Context: an optimization exercise on an open-source flow, tuned for small area, a short achievable clock period and few clock cycles per item. The choices shown serve that exercise and are no tape-out recipe. RTL that was checked went through simulation tests only; none was proved equivalent to the original. For run 2, only the layout was checked, not whether the RTL still works.

## flow/design.v (module list and top-level ports; edited modules follow where they fit)
// module multipli: 1073 lines
module multipli
#(parameter int N = 32)
(
	input  logic                        CLOCK,
	input  logic                        RESET,
	input  logic                        START,
	input  logic signed [N-1:0]         A,B,
	output logic signed [2*N-1:0]       S,
	output logic                        END_MULT
);
  // ...
==> flow/flow/run.sh <==
#!/bin/bash
# Layout flow: the standard flow (standard.sh) with two changes.
# 1. The port buffers that global placement inserts are made from
#    sky130_fd_sc_hd__buf_1 instead of the default pick; the resizer upsizes
#    them where timing or slew needs it.
# 2. After the standard synthesis, flow/fixinv.py removes inverters around
#    the full-adder cells (an adder with all inputs and outputs complemented
#    is the same adder) and swaps gates for their complements where that
#    saves an inverter. Registers are not touched.
# Each tool's output goes to a log of its own in this folder.
set -e
export BUFFER_PORTS_ARGS="-buffer_cell sky130_fd_sc_hd__buf_1"
RES=orfs/results/sky130hd/multipli/base
OR=$(command -v openroad || echo /OpenROAD-flow-scripts/tools/install/OpenROAD/bin/openroad)
bash standard.sh synth > synth.log 2>&1
cp $RES/1_synth.odb $RES/1_synth_std.odb
"$OR" -python -no_init flow/fixinv.py $RES/1_synth_std.odb $RES/1_synth.odb > fixinv.log 2>&1
bash standard.sh > standard.log 2>&1
==> flow/flow/fixinv.py <==
"""Remove inverters around full-adder cells.

A full adder is self-dual: FA(~a, ~b, ~c) = (~sum, ~cout). Each adder gets
a polarity (flipped or not), chosen by local search to minimise the number
of inverters needed; then every net that feeds or leaves an adder is rewired
with at most one inverter for the loads that need its complement.

usage: openroad -python -no_init fixinv.py IN.odb OUT.odb
"""
import sys
import random
import odb

db = odb.dbDatabase.create()
odb.read_db(db, sys.argv[1])
blk = db.getChip().getBlock()
INV_MASTER = db.findMaster("sky130_fd_sc_hd__inv_1")
FA_IN = ("A", "B", "CIN")
FA_OUT = ("SUM", "COUT")
INV_AREA = 3.7536
# drivers whose complement is another cell with the same inputs:
# cell -> (complement cell, output pin, complement's output pin, area change)
PAIRS = {}
def pair(a, b, pa, pb, da):
    PAIRS["sky130_fd_sc_hd__" + a] = ("sky130_fd_sc_hd__" + b, pa, pb, da)
    PAIRS["sky130_fd_sc_hd__" + b] = ("sky130_fd_sc_hd__" + a, pb, pa, -da)
pair("xor2_1", "xnor2_1", "X", "Y", 0.0)
pair("nand2_1", "and2_1", "Y", "X", 2.5024)
pair("nor2_1", "or2_1", "Y", "X", 2.5024)
pair("a21oi_1", "a21o_1", "Y", "X", 2.5024)
pair("o21ai_0", "o21a_1", "Y", "X", 2.5024)
pair("a22oi_1", "a22o_1", "Y", "X", 1.2512)


def mname(inst):
    return inst.getMaster().getName()


def is_inv(inst):
    return mname(inst).startswith("sky130_fd_sc_hd__inv_")


def is_fa(inst):
    return mname(inst).startswith("sky130_fd_sc_hd__fa_")


def driver(net):
    for it in net.getITerms():
        if it.isOutputSignal():
            return it
    return None


def loads(net):
    return [it for it in net.getITerms() if it.isInputSignal()]


fas = [i for i in blk.getInsts() if is_fa(i)]
fa_id = {f.getId(): k for k, f in enumerate(fas)}
NFA = len(fas)

# source nets: nets driven by an adder, or feeding an adder pin directly or
# through one inverter
src = {}
for f in fas:
    for p in FA_OUT:
        n = f.findITerm(p).getNet()
        if n is not None:
            src[n.getId()] = n
    for p in FA_IN:
        n = f.findITerm(p).getNet()
        d = driver(n)
        if d is not None and is_inv(d.getInst()):
            n = d.getInst().findITerm("A").getNet()
        src[n.getId()] = n

# per source net: driver adder (or None) and consumers (iterm, inv)
nets = []
frozen_fa = set()
for nid, n in src.items():
    d = driver(n)
    dfa = fa_id.get(d.getInst().getId()) if d is not None and is_fa(d.getInst()) else None
    if dfa is None and d is not None and mname(d.getInst()) in PAIRS and d.getMTerm().getName() == PAIRS[mname(d.getInst())][1]:
        fas.append(d.getInst())
        dfa = len(fas) - 1
        fa_id[d.getInst().getId()] = dfa
    cons = []
    invs = []
    frozen = len(n.getBTerms()) > 0
    for it in loads(n):
        g = it.getInst()
        if is_inv(g):
            y = g.findITerm("Y").getNet()
            invs.append(g)
            if y is None:
                continue
            if len(y.getBTerms()) > 0:
                frozen = True
            for it2 in loads(y):
                cons.append((it2, 1))
        else:
            cons.append((it, 0))
    nets.append(dict(net=n, dfa=dfa, cons=cons, invs=invs, frozen=frozen))

for e in nets:
    if e["frozen"]:
        if e["dfa"] is not None:
            frozen_fa.add(e["dfa"])
        for it, inv in e["cons"]:
            g = it.getInst()
            if is_fa(g):
                frozen_fa.add(fa_id[g.getId()])


def cons_fa(it):
    g = it.getInst()
    if is_fa(g) and it.getMTerm().getName() in FA_IN:
        return fa_id[g.getId()]
    return None

fas_all = fas


for e in nets:
    e["cf"] = [(cons_fa(it), inv) for it, inv in e["cons"]]

# nets touching each adder
touch = [[] for _ in fas]
for k, e in enumerate(nets):
    s = set()
    if e["dfa"] is not None:
        s.add(e["dfa"])
    for f, inv in e["cf"]:
        if f is not None:
            s.add(f)
    for f in s:
        touch[f].append(k)

pol = [0] * len(fas)


def need(e, f, inv):
    pd = pol[e["dfa"]] if e["dfa"] is not None else 0
    pc = pol[f] if f is not None else 0
    return inv ^ pc ^ pd


def cost_net(e):
    if e["frozen"]:
        return INV_AREA * len(e["invs"])
    return INV_AREA if any(need(e, f, inv) for f, inv in e["cf"]) else 0


def swap_cost(f):
    if f < NFA or not pol[f]:
        return 0.0
    return PAIRS[mname(fas[f])][3]


def total():
    return sum(cost_net(e) for e in nets) + sum(swap_cost(f) for f in range(len(fas)))


def delta(f):
    before = sum(cost_net(nets[k]) for k in touch[f]) + swap_cost(f)
    pol[f] ^= 1
    after = sum(cost_net(nets[k]) for k in touch[f]) + swap_cost(f)
    pol[f] ^= 1
    return after - before


orig_inv = sum(1 for i in blk.getInsts() if is_inv(i))
best = total()
best_pol = list(pol)
print("adders %d, flippable drivers %d, managed nets %d, inverters now %d, model %.1f" % (NFA, len(fas) - NFA, len(nets), orig_inv, best))
rng = random.Random(1)
free = [f for f in range(len(fas)) if f not in frozen_fa]
cur = best
for rnd in range(200):
    improved = True
    while improved:
        improved = False
        rng.shuffle(free)
        for f in free:
            d = delta(f)
            if d < -1e-9:
                pol[f] ^= 1
                cur += d
                improved = True
    if cur < best - 1e-9:
        best = cur
        best_pol = list(pol)
    # perturb
    pol = list(best_pol)
    cur = best
    for f in rng.sample(free, max(1, len(free) // 10)):
        pol[f] ^= 1
    cur = total()
pol = best_pol
print("model after search: %.1f" % total())

nid = [0]
def new_net():
    nid[0] += 1
    return odb.dbNet_create(blk, "fxn_%d" % nid[0])


for e in nets:
    if e["frozen"]:
        continue
    n = e["net"]
    # detach consumers and drop the old inverters
    for it, inv in e["cons"]:
        it.disconnect()
    for g in e["invs"]:
        y = g.findITerm("Y").getNet()
        odb.dbInst_destroy(g)
        if y is not None and len(y.getITerms()) == 0 and len(y.getBTerms()) == 0:
            odb.dbNet_destroy(y)
    comp = None
    for (it, inv), (f, _) in zip(e["cons"], e["cf"]):
        if need(e, f, inv):
            if comp is None:
                comp = new_net()
                nid[0] += 1
                g = odb.dbInst_create(blk, INV_MASTER, "fxi_%d" % nid[0])
                g.findITerm("A").connect(n)
                g.findITerm("Y").connect(comp)
            it.connect(comp)
        else:
            it.connect(n)
# apply: swap flipped drivers for their complements
for f in range(NFA, len(fas)):
    if not pol[f]:
        continue
    old = fas[f]
    cm, po, pn, _ = PAIRS[mname(old)]
    nid[0] += 1
    new = odb.dbInst_create(blk, db.findMaster(cm), "fxs_%d" % nid[0])
    for it in old.getITerms():
        n = it.getNet()
        nm = it.getMTerm().getName()
        if n is None or nm in ("VPWR", "VGND", "VPB", "VNB"):
            continue
        it.disconnect()
        new.findITerm(pn if nm == po else nm).connect(n)
    odb.dbInst_destroy(old)



print("flipped %d adders, swapped %d drivers; inverters %d -> %d" % (sum(pol[:NFA]), sum(pol[NFA:]), orig_inv, sum(1 for i in blk.getInsts() if is_inv(i))))
odb.write_db(db, sys.argv[2])
==> flow/standard.sh <==
#!/bin/bash
# synth_recipe.tcl (not shown) runs the flow's synth.tcl, then flattens the netlist and writes it again
# the make line also repeats each setting of config.mk as NAME=value (left out here)
make -C /OpenROAD-flow-scripts/flow DESIGN_CONFIG=/design/flow/config.mk WORK_HOME=/design/flow/orfs CLKGATE_MAP_FILE= SYNTH_SCRIPT=/design/flow/synth_recipe.tcl "${@:-finish}"
==> flow/config.mk <==
export PLATFORM = sky130hd
export DESIGN_NAME = multipli
export DESIGN_NICKNAME = multipli
export VERILOG_FILES = /design/flow/design.v
export SDC_FILE = /design/flow/constraint.sdc
export NUM_CORES = 4
export LEC_CHECK = 0
export ABC_AREA = 1
export CAP_MARGIN = 20
export CORE_MARGIN = 2
export CORE_UTILIZATION = 55
export SETUP_SLACK_MARGIN = 1.3
export SLEW_MARGIN = 20
==> flow/constraint.sdc <==
create_clock -name core_clock -period 5.0 [get_ports {CLOCK}]
set_input_delay 1.0000 -clock core_clock [delete_from_list [all_inputs] [get_ports {CLOCK}]]
set_output_delay 1.0000 -clock core_clock [all_outputs]
set_load 0.01 [all_outputs]
==> reports/qor.yml, run 1 <==
run_status:
  status: "finished clean"
finish:
  seq_share_pct: 26.26
  fillCellCount: 1703
  layout-drive-gt1-share_pct: 10.71
  clock_area_share_pct: 2.589
  ff_latch_area_um2: 3184
  reg_top3: "X x39, Y x39, LO x24"
  fin_nets: 1467
  antennaDiodeCount: 0
worst_setup_path:
  worst_setup_path_start_kind: "input port"
  worstSetupEndpointType: "register"
  r2r_cells: 8
  crit_type: "in -> reg"
  cp.required_ns: 5.12
  critPathTopFamily: "adder cells"
  cpMaxStageDelayCell: "fa_1"
routing:
  wirelength_um: 29120
  wl_met3_um: 1878
  wl_per_cell_um: 19.10
  drc: 0
sta:
  timing.final.ws_setup_ns: 1.350
  maxSlewViolCount: 0
  fin_skew_ns: 0.01224
  maxSlewHeadroom_pct: 41.39
grt:
  met3_usage_pct: 5.331
clocking:
  clkLatencyLatePin_ns: 0.37
  post-cts-setup-buffers: 3
  post_cts_resized: 21
place:
  place_ws_ns: 0.7855
  port_buffers: 131
  dpl.cell_count: 1487
floorplanning:
  fp.dieArea_um2: 20860
synth:
  syn_inst: 1164
Testbench counts, summed over its fixed seeds: cycles 7,992, items 1,600.
==> run 2: changes to the inputs <==
--- a/flow/design.v
+++ b/flow/design.v
@@ -8,17 +8,17 @@
 	output logic signed [2*N-1:0]       S,
 	output logic                        END_MULT
 );
 logic [1:0] COUNT;
 logic [40:0] X, Y;
 logic [23:0] LO;
 logic XB;
 logic go, first, last;
-logic [0:0] NF;     
+logic [1:0] NF;     
 assign go    = START & ~END_MULT;
 assign first = ~NF[0];
 assign last  = (COUNT == 2'd3);
 logic [8:0] aa, al;
 assign aa = {A[7:0], 1'b0};
 assign al = {LO[7:0], XB};
 logic [3:0] oneA, twoA, ngA, oneL, twoL, ngL;
 always_comb begin
@@ -26,32 +26,32 @@
         oneA[i] = aa[2*i] ^ aa[2*i+1];
         twoA[i] = (aa[2*i+2] & ~aa[2*i+1] & ~aa[2*i]) | (~aa[2*i+2] & aa[2*i+1] & aa[2*i]);
         ngA[i]  = aa[2*i+2] & ~(aa[2*i+1] & aa[2*i]);
         oneL[i] = al[2*i] ^ al[2*i+1];
         twoL[i] = (al[2*i+2] & ~al[2*i+1] & ~al[2*i]) | (~al[2*i+2] & al[2*i+1] & al[2*i]);
         ngL[i]  = al[2*i+2] & ~(al[2*i+1] & al[2*i]);
     end
 end
-logic [3:0] one [1], two [1], ng [1];
+logic [3:0] one [2], two [2], ng [2];
 always_comb
-    for (int k = 0; k < 1; k++) begin
+    for (int k = 0; k < 2; k++) begin
         one[k] = NF[k] ? oneL : oneA;
         two[k] = NF[k] ? twoL : twoA;
         ng[k]  = NF[k] ? ngL : ngA;
     end
 logic [32:0] m [4];
 logic [32:0] Bl, Bh;
 assign Bl = {B[31], B};
 assign Bh = {B, 1'b0};
 always_comb begin
     for (int i = 0; i < 4; i++)
         for (int j = 0; j < 33; j++) begin
             int k;
-            k = j * 1 / 33;
+            k = j * 2 / 33;
             m[i][j] = ((one[k][i] & Bl[j]) | (two[k][i] & Bh[j])) ^ ng[k][i];
         end
 end
 logic fa_p0, fa_g0;
 assign fa_p0 = X[0] ^ Y[0];
 assign fa_g0 = X[0] & Y[0];
 logic fa_p1, fa_g1;
 assign fa_p1 = X[1] ^ Y[1];
@@ -968,17 +968,17 @@
     if (!RESET) begin
         END_MULT <= 1'b0;
         COUNT    <= '0;
         NF       <= '0;
     end else begin
         if (go) begin
             COUNT    <= last ? '0 : COUNT + 1'b1;
             END_MULT <= last;
-            NF       <= {1{~last}};
+            NF       <= {2{~last}};
         end else if (!START) begin
             END_MULT <= 1'b0;
         end
     end
 end
 always_ff @(posedge CLOCK) begin
     if (!END_MULT) begin
         X[0] <= m[0][0];
==> flow/config.mk (replaced) <==
export PLATFORM = sky130hd
export DESIGN_NAME = multipli
export DESIGN_NICKNAME = multipli
export VERILOG_FILES = /design/flow/design.v
export SDC_FILE = /design/flow/constraint.sdc
export NUM_CORES = 4
export LEC_CHECK = 0
export ABC_AREA = 1
export CAP_MARGIN = 20
export CORE_MARGIN = 2
export CORE_UTILIZATION = 40
export SETUP_SLACK_MARGIN = 1.3
export SLEW_MARGIN = 20
==> run 2 against run 1 <==
- still clean on timing, DRC and antenna
- final cell count up 5.1%
- worst setup slack improved by 0.022 ns
- area after synthesis is the same
- clock skew decreased by 0.0021 ns
- global-route usage shrank 7.5 points
- utilization fell by 17 points
- design area up 0.78%
- sequential cell count unchanged
- first-iteration DRC count is 15% higher
- largest cell class unchanged
==> reports/qor.yml, run 2 <==
run_status:
  status: "finished clean"  # unchanged
sta:
  maxSlewHeadroom_pct: 40.85  # was 41.39%
  min_period_ns: 3.628  # was 3.650 ns
  maxSlewViolCount: 0  # unchanged
  rsz0062_at_grt: "true"  # unchanged
  setup-tns-final_ns: 0  # unchanged
  period_share_pct: 72.57  # was 73.01%
  max_freq_ghz: 0.2756  # was 0.2739 GHz
  fin_skew_ns: 0.01015  # was 0.01224 ns
  setup_viol: 0  # unchanged
  hold_viol: 0  # unchanged
  max_slew.worst_pin.slew_ns: 0.8873  # was 0.8792 ns
routing:
  wl_per_cell_um: 17.93  # was 19.10 um
  ant_nets: 0  # unchanged
  firstDrtPassIters: 5  # unchanged
  wirelength_um: 28730  # was 29120 um
  wl_met3_um: 1324  # was 1878 um
  top_layer: "met4"  # unchanged
  drt_first_iter_violations: 730  # was 634
  met2_length_um: 13950  # was 13780 um
  drc: 0  # unchanged
  routed_via_density: 5.233  # was 5.550
  via_count: 8388  # was 8463
  wl_met1_um: 12420  # was 12880 um
grt:
  grt_pass1_vias: 8219  # was 7869
  grtUsageTotal_pct: 20.30  # was 27.80%
  grt_pass1_wl_um: 44780  # was 43350 um
  antenna_found_initial: 0  # unchanged
  grt_overflow: 0  # unchanged
  grt_max_degree: 69  # was 66
worst_setup_path:
  path_max_fanout: 7  # was 33
  worstReg2RegEnd: "Y[14]$_DFFE_PN_"  # was Y[28]$_DFFE_PN_
  cp.required_ns: 4.00  # was 5.12 ns
  crit_type: "reg -> out"  # was in -> reg
  r2r_cells: 9  # was 8
  worst_setup_path_start_kind: "register"  # was input port
  r2r_slack_ns: 1.47  # was 1.40 ns
  cp.arrival_ns: 2.63  # was 3.77 ns
  worstSetupEndpointType: "primary output"  # was register
  r2r-start: "NF[0]$_DFFE_PN0P_"  # was NF$_DFFE_PN0P_
flow_run:
  drv_cap: 0  # unchanged
finish:
  layout_commonest_cell: "nand2_1"  # unchanged
  design_area_um2: 12220  # was 12130 um^2
  final_cell_mix: "219 x nand2_1, 130 x buf_1, 120 x inv_1, 119 x o22ai_1, 102 x edfxtp_1"  # was 217 x nand2_1, 130 x buf_1, 121 x o22ai_1, 116 x inv_1, 102 x edfxtp_1
  syn_to_final_growth_pct: 12.69  # was 11.81%
  reg_top3: "X x39, Y x39, LO x24"  # unchanged
  fin_nets: 1469  # was 1467
  antennaDiodeCount: 0  # unchanged
  final_core_utilization_pct: 45.61  # was 62.52%
  layout-drive-gt1-share_pct: 10.78  # was 10.71%
floorplanning:
  rows: 60  # was 51
  fp.dieArea_um2: 28450  # was 20860 um^2
  die_x_um: 168.7  # was 144.4 um
  ios: 132  # unchanged
  die_h_um: 168.7  # was 144.4 um
  initial_utilization_pct: 40.47  # was 55.91%
  core-area_um2: 26800  # was 19400 um^2
synth:
  syn_area_um2: 10850  # unchanged
  syn_inst: 1166  # was 1164
  yosysWarnings: 5  # unchanged
  syn_nets: 1378  # was 1376
  syn_avg_cell_area_um2: 9.302  # was 9.318 um^2
place:
  hpwl_um: 21630  # was 21280 um
  port_buffers: 131  # unchanged
  placed_area_um2: 11410  # was 11270 um^2
  place.gp.congestion: 0.8489  # was 0.8782
clocking:
  cts_made_buffers: 9  # unchanged
  clkLatencyLatePin_ns: 0.36  # was 0.37 ns
  cts_tree: "built"  # unchanged
  clockRootBuffer: "clkbuf_16"  # unchanged
  cts_buffer_depth: 2  # unchanged
  htree_num_levels: 3  # unchanged
  path_clk_slew_ns: 0.08  # was 0.09 ns
  clock_sinks: 107  # unchanged
worst_hold_path:
  hp-class: "in -> async"  # unchanged
## run 2: worst max path at each step
| stage | from | end | cells past startpoint |
|---|---|---|---|
| 3_5_place_dp | A[1] | Y[14]$_DFFE_PN_ | 9 |
| 4_1_cts | A[1] | Y[14]$_DFFE_PN_ | 11 |
| 6_report | X[5]$_DFFE_PN_ | S[56] | 14 |
| 2_1_floorplan | A[1] | Y[28]$_DFFE_PN_ | 8 |
| 3_3_place_gp | A[1] | Y[14]$_DFFE_PN_ | 9 |
| 5_1_grt | X[8]$_DFFE_PN_ | S[56] | 14 |
## run 2: metal layers
| metal | GRT usage (%) | vias up |
|---|---|---|
| met5 | 0 | - |
| met4 | 8.358 | 0 |
| met3 | 2.549 | 43 |
| met2 | 33.37 | 237 |
| met1 | 27.26 | 4081 |
| li1 | - | 4027 |
## run 2: area by class of cell
cell class                 count  area, um^2
multi-input combinational    841        6980
tap                          341       426.7
timing repair buffer         167       800.8
clock inverter                 6       95.09
sequential                   107        3187
clock buffer                  10       229.0
inverter                     131       504.2
fill                        2553       14580
## run 2: per-stage QoR
stage / std cells / setup WS [ns] / hold WS (ns)
floorplan: 1166 / 1.322 / 0.4457
global placement: 1571 / 0.8000 / 0.4610
detailed placement: 1571 / 0.7416 / 0.4860
CTS: 1591 / 1.304 / 0.4504
global route: 1603 / 1.239 / 0.4578
finish: 1603 / 1.372 / 0.4487
## run 2: worst max-delay path: stages, from the launching register on
cell and delay, ns:
edfxtp_1 0.38, ha_1 0.34, nand2_1 0.10, inv_1 0.05
a21oi_2 0.17, nand2_4 0.11, nand2_4 0.10, nand2_8 0.08
nand2_4 0.08, nand2_4 0.09, fa_2 0.35, inv_2 0.08
xor2_2 0.14, inv_1 0.05, buf_1 0.12
## run 2: what timing repair did
| item | 4_1_cts | 5_1_grt |
|---|---|---|
| hold buffers | 0 | 0 |
| buffers inserted | 4 | 12 |
| endpoints found under the setup margin | 57 | 58 |
| gates resized for setup | 21 | 38 |
| pin swaps | 3 | 9 |
| gates cloned | 0 | 0 |

==> port drivers added, routing unchanged <==
The results above use ideal ports. As a check the final layouts listed here were re-extracted and re-timed, cells and wires unchanged. Step 1 assumes that a clkbuf_16 drives the clock port and a buf_2 every other input. Step 2, shift: input delay + t, output delay - t, t = (earliest + latest rising clock arrival at the registers) / 2. This alone moves slack from input paths to output paths. Slacks: no drivers / after step 1 / after step 2; pairs: no drivers / after step 1.
run	t (ns)	setup slack, ns	worst setup path after step 2
run 1	0.408	1.350 / 1.349 / 0.958	input to register
run 2	0.402	1.372 / 1.324 / 1.004	input to register
After both steps setup and hold are still met in every run listed. For run 1, which loses most, drivers alone change the setup slack by -0.001 ns; drivers and shift together by -0.392 ns.
